What follows belongs to an exercise in optimizing a design on an open flow for small area, a short achievable clock period and few clock cycles; a production flow would make more cautious choices. In this exercise RTL edits were held to simulation tests only and were not proved equivalent to the original.

job 8049:
==> flow/design.v (excerpt) <==
module CONVCOR(
        clk,
        rst_n,
        in_valid,
        in_a,
        in_b,
        in_mode,
        out_valid,
        out
);
For scale: about 1300 cells after synthesis, ~73 I/O pins.
clock: 12.0 ns
lec_check: 0
cap_margin: 20
core_margin: 2
core_utilization: 40
slew_margin: 20
synth_hierarchical: 1
standard.sh (not shown) runs the stock make flow with config.mk's settings and CLKGATE_MAP_FILE= SYNTH_SCRIPT=/design/flow/synth_recipe.tcl, a recipe that flattens the netlist after the stock synthesis.
==> flow/flow/run.sh <==
#!/bin/bash
# Standard ORFS layout, with repair_timing aiming for extra setup slack so the
# layout is sized for a shorter period than the 12 ns constraint, plain
# buffers on the ports, larger clock sink clusters and no dummy clock loads.
set -euo pipefail
bash standard.sh SETUP_SLACK_MARGIN=8.55 \
  "BUFFER_PORTS_ARGS=-buffer_cell sky130_fd_sc_hd__buf_1" \
  "CTS_ARGS=-sink_clustering_enable -repair_clock_nets -dont_use_dummy_load -sink_clustering_size 24 -sink_clustering_max_diameter 150" \
  finish > flow_standard.log 2>&1
Every stage of the flow completed for job 8049, and the final layout passed the timing, design-rule and antenna checks.
Testbench counts of job 8049, summed over its fixed seeds: cycles 64,050.
Here is what was changed in the inputs of job 1622 compared with job 8049.
--- a/flow/design.v
+++ b/flow/design.v
@@ -32,29 +32,28 @@
     else
         st_n = st + 4'd1;
 end
 wire s0 = (st == 4'd0), s1 = (st == 4'd1), s2 = (st == 4'd2), s3 = (st == 4'd3);
 wire s4 = (st == 4'd4), s5 = (st == 4'd5), s6 = (st == 4'd6), s7 = (st == 4'd7);
 wire s8 = (st == 4'd8);
+wire early   = s0 | s1 | s2;           
 wire xa_pins = s0 | (mode & (s1 | s2));
-wire xa_ra2  = ~mode & (s2 | s4 | s5 | s6 | s7);
 wire xb_pins = s0 | s1 | (mode & s2);
-wire xb_rb2  = ~mode & (s2 | s3 | s4 | s7 | s8);
-wire xb_rb1  = ~mode & s5;
+wire xb_rb2  = ~mode & (s2 | s4 | s5);
+wire xb_rb1  = ~mode & s7;
 always @(posedge clk) begin
     st <= st_n;
     if (s0 & in_valid) mode <= in_mode;
-    if (xa_pins)     xa <= in_a;
-    else if (xa_ra2) xa <= ra2;
-    if (~s3) ra1 <= xa;
-    if (~s3) ra2 <= (s1 | s2) ? in_a : ra1;
+    xa  <= xa_pins ? in_a : ra1;
+    ra1 <= early ? in_a : ra2;
+    ra2 <= (s5 | s6) ? ra1 : xa;
     if (xb_pins)     xb <= in_bx;
     else if (xb_rb2) xb <= rb2;
     else if (xb_rb1) xb <= rb1;
-    if (s2) rb1 <= in_bx;
-    if (~(s5 | s6)) rb2 <= xb;
+    rb1 <= early ? in_bx : rb2;
+    rb2 <= rb1;
 end
 reg acc_n, ov_n;
 always @(*) begin
     acc_n = 1'b0; ov_n = 1'b0;
     if (s0)
         ov_n = in_valid & ~in_mode;
Findings:
Job 1622 vs. job 8049: wire length went down by about 6.5%.
Comparing job 8049 and job 1622, synthesized area is lower on job 1622.
Looking at minimum setup slack after placement across job 8049 and job 1622, the one that comes out lower is job 1622.
Sequential share of layout area: job 1622 vs job 8049 down 3.4 points
Summary: with job 8049 as the reference, detailed-route wire length on metal 1 in job 1622 moved down by a few percent.
Comparing job 8049 and job 1622, the higher worst clock skew is on job 8049.
Job 8049 has a higher total placed cells including tap cells than job 1622.
In job 1622, the non-clock buffer contribution to total cell area came out 1.0 points below the value in job 8049.
Compared with job 8049, the detailed router inserted fewer vias in job 1622.
Testbench counts of job 1622, summed over its fixed seeds: cycles 64,050.

* * *

Starting RTL as in the previous note.
export LEC_CHECK = 0
export CAP_MARGIN = 20
export CORE_MARGIN = 2
export CORE_UTILIZATION = 40
export SLEW_MARGIN = 20
export SYNTH_HIERARCHICAL = 1
create_clock -name core_clock -period 12.0 [get_ports {clk}]
==> flow/flow/run.sh <==
#!/bin/bash
# Standard ORFS layout, with repair_timing aiming for extra setup slack so the
# layout is sized for a shorter period than the 12 ns constraint, plain
# buffers on the ports, larger clock sink clusters and no dummy clock loads.
set -euo pipefail
bash standard.sh SETUP_SLACK_MARGIN=8.6 \
  "BUFFER_PORTS_ARGS=-buffer_cell sky130_fd_sc_hd__buf_1" \
  "CTS_ARGS=-sink_clustering_enable -repair_clock_nets -dont_use_dummy_load -sink_clustering_size 24 -sink_clustering_max_diameter 150" \
  finish > flow_standard.log 2>&1
Testbench counts at the start, summed over its fixed seeds: cycles 64,050.
Edit:
--- a/flow/design.v
+++ b/flow/design.v
@@ -29,35 +29,34 @@
         st_n = in_valid ? 4'd1 : 4'd0;
     else if ((mode && st == 4'd3) || st == 4'd9)
         st_n = 4'd0;
     else
         st_n = st + 4'd1;
 end
 wire s0 = (st == 4'd0), s1 = (st == 4'd1), s2 = (st == 4'd2), s3 = (st == 4'd3);
 wire s4 = (st == 4'd4), s5 = (st == 4'd5), s6 = (st == 4'd6), s7 = (st == 4'd7);
 wire s8 = (st == 4'd8);
+wire early   = s0 | s1 | s2;           
 wire xa_pins = s0 | (mode & (s1 | s2));
-wire xa_ra2  = ~mode & (s2 | s4 | s5 | s6 | s7);
 wire xb_pins = s0 | s1 | (mode & s2);
-wire xb_rb2  = ~mode & (s2 | s3 | s4 | s7 | s8);
-wire xb_rb1  = ~mode & s5;
+wire xb_rb2  = ~mode & (s2 | s4 | s5);
+wire xb_rb1  = ~mode & s7;
 always @(posedge clk) begin
     st <= st_n;
     if (s0 & in_valid) mode <= in_mode;
-    if (xa_pins)     xa <= in_a;
-    else if (xa_ra2) xa <= ra2;
-    if (~s3) ra1 <= xa;
-    if (~s3) ra2 <= (s1 | s2) ? in_a : ra1;
+    xa  <= xa_pins ? in_a : ra1;
+    ra1 <= early ? in_a : ra2;
+    ra2 <= (s5 | s6) ? ra1 : xa;
     if (xb_pins)     xb <= in_bx;
     else if (xb_rb2) xb <= rb2;
     else if (xb_rb1) xb <= rb1;
-    if (s2) rb1 <= in_bx;
-    if (~(s5 | s6)) rb2 <= xb;
+    rb1 <= early ? in_bx : rb2;
+    rb2 <= rb1;
 end
 reg acc_n, ov_n;
 always @(*) begin
     acc_n = 1'b0; ov_n = 1'b0;
     if (s0)
         ov_n = in_valid & ~in_mode;
     else if (mode) begin
         acc_n = s1 | s2;
         ov_n  = s2;
The changed run produced a clean layout. Synthesized cell count goes up by a few percent. Global-route usage came out lower by 0.73 points. Die area shrinks by a few percent. Wire length fell by a few percent. Core utilization went down by 0.64 points. Cell count went down by a few percent. Sequential share of layout area came out lower by 3.5 points. Final area went down by a few percent. Setup slack degrades by 10 ps.
Testbench counts after the change, summed over its fixed seeds: cycles 64,050.

[separate check: timing with driven ports]
The flow's constraints put no driver on any port. The routed layouts listed below were extracted and timed again, unchanged, in two steps.
Step 1, drivers: a clkbuf_16 drives clk and a buf_2 each remaining input, both assumed.
Step 2 moves the port delays by t, midway between the first and last clock arrival at a register: inputs arrive t later, outputs are due t later. That takes back most of the time a late clock gives input paths.
a / b / c = no drivers / after step 1 / after step 2; a / b = the first two.
run | shift t [ns] | slack for setup (ns) | hold slack, ns
job 8049 | 0.534 | 8.593 / 8.543 / 8.305 | 0.343 / 0.343 / 0.343
job 1622 | 0.528 | 8.589 / 8.540 / 8.209 | 0.331 / 0.331 / 0.331
the first run of note 2 | 0.532 | 8.637 / 8.587 / 8.612 | 0.331 / 0.331 / 0.331
the second run of note 2 | 0.522 | 8.627 / 8.581 / 8.459 | 0.331 / 0.331 / 0.331
After both steps every run listed still meets setup and hold. For job 1622, which loses most, drivers alone change the setup slack by -0.049 ns; drivers and shift together by -0.380 ns.
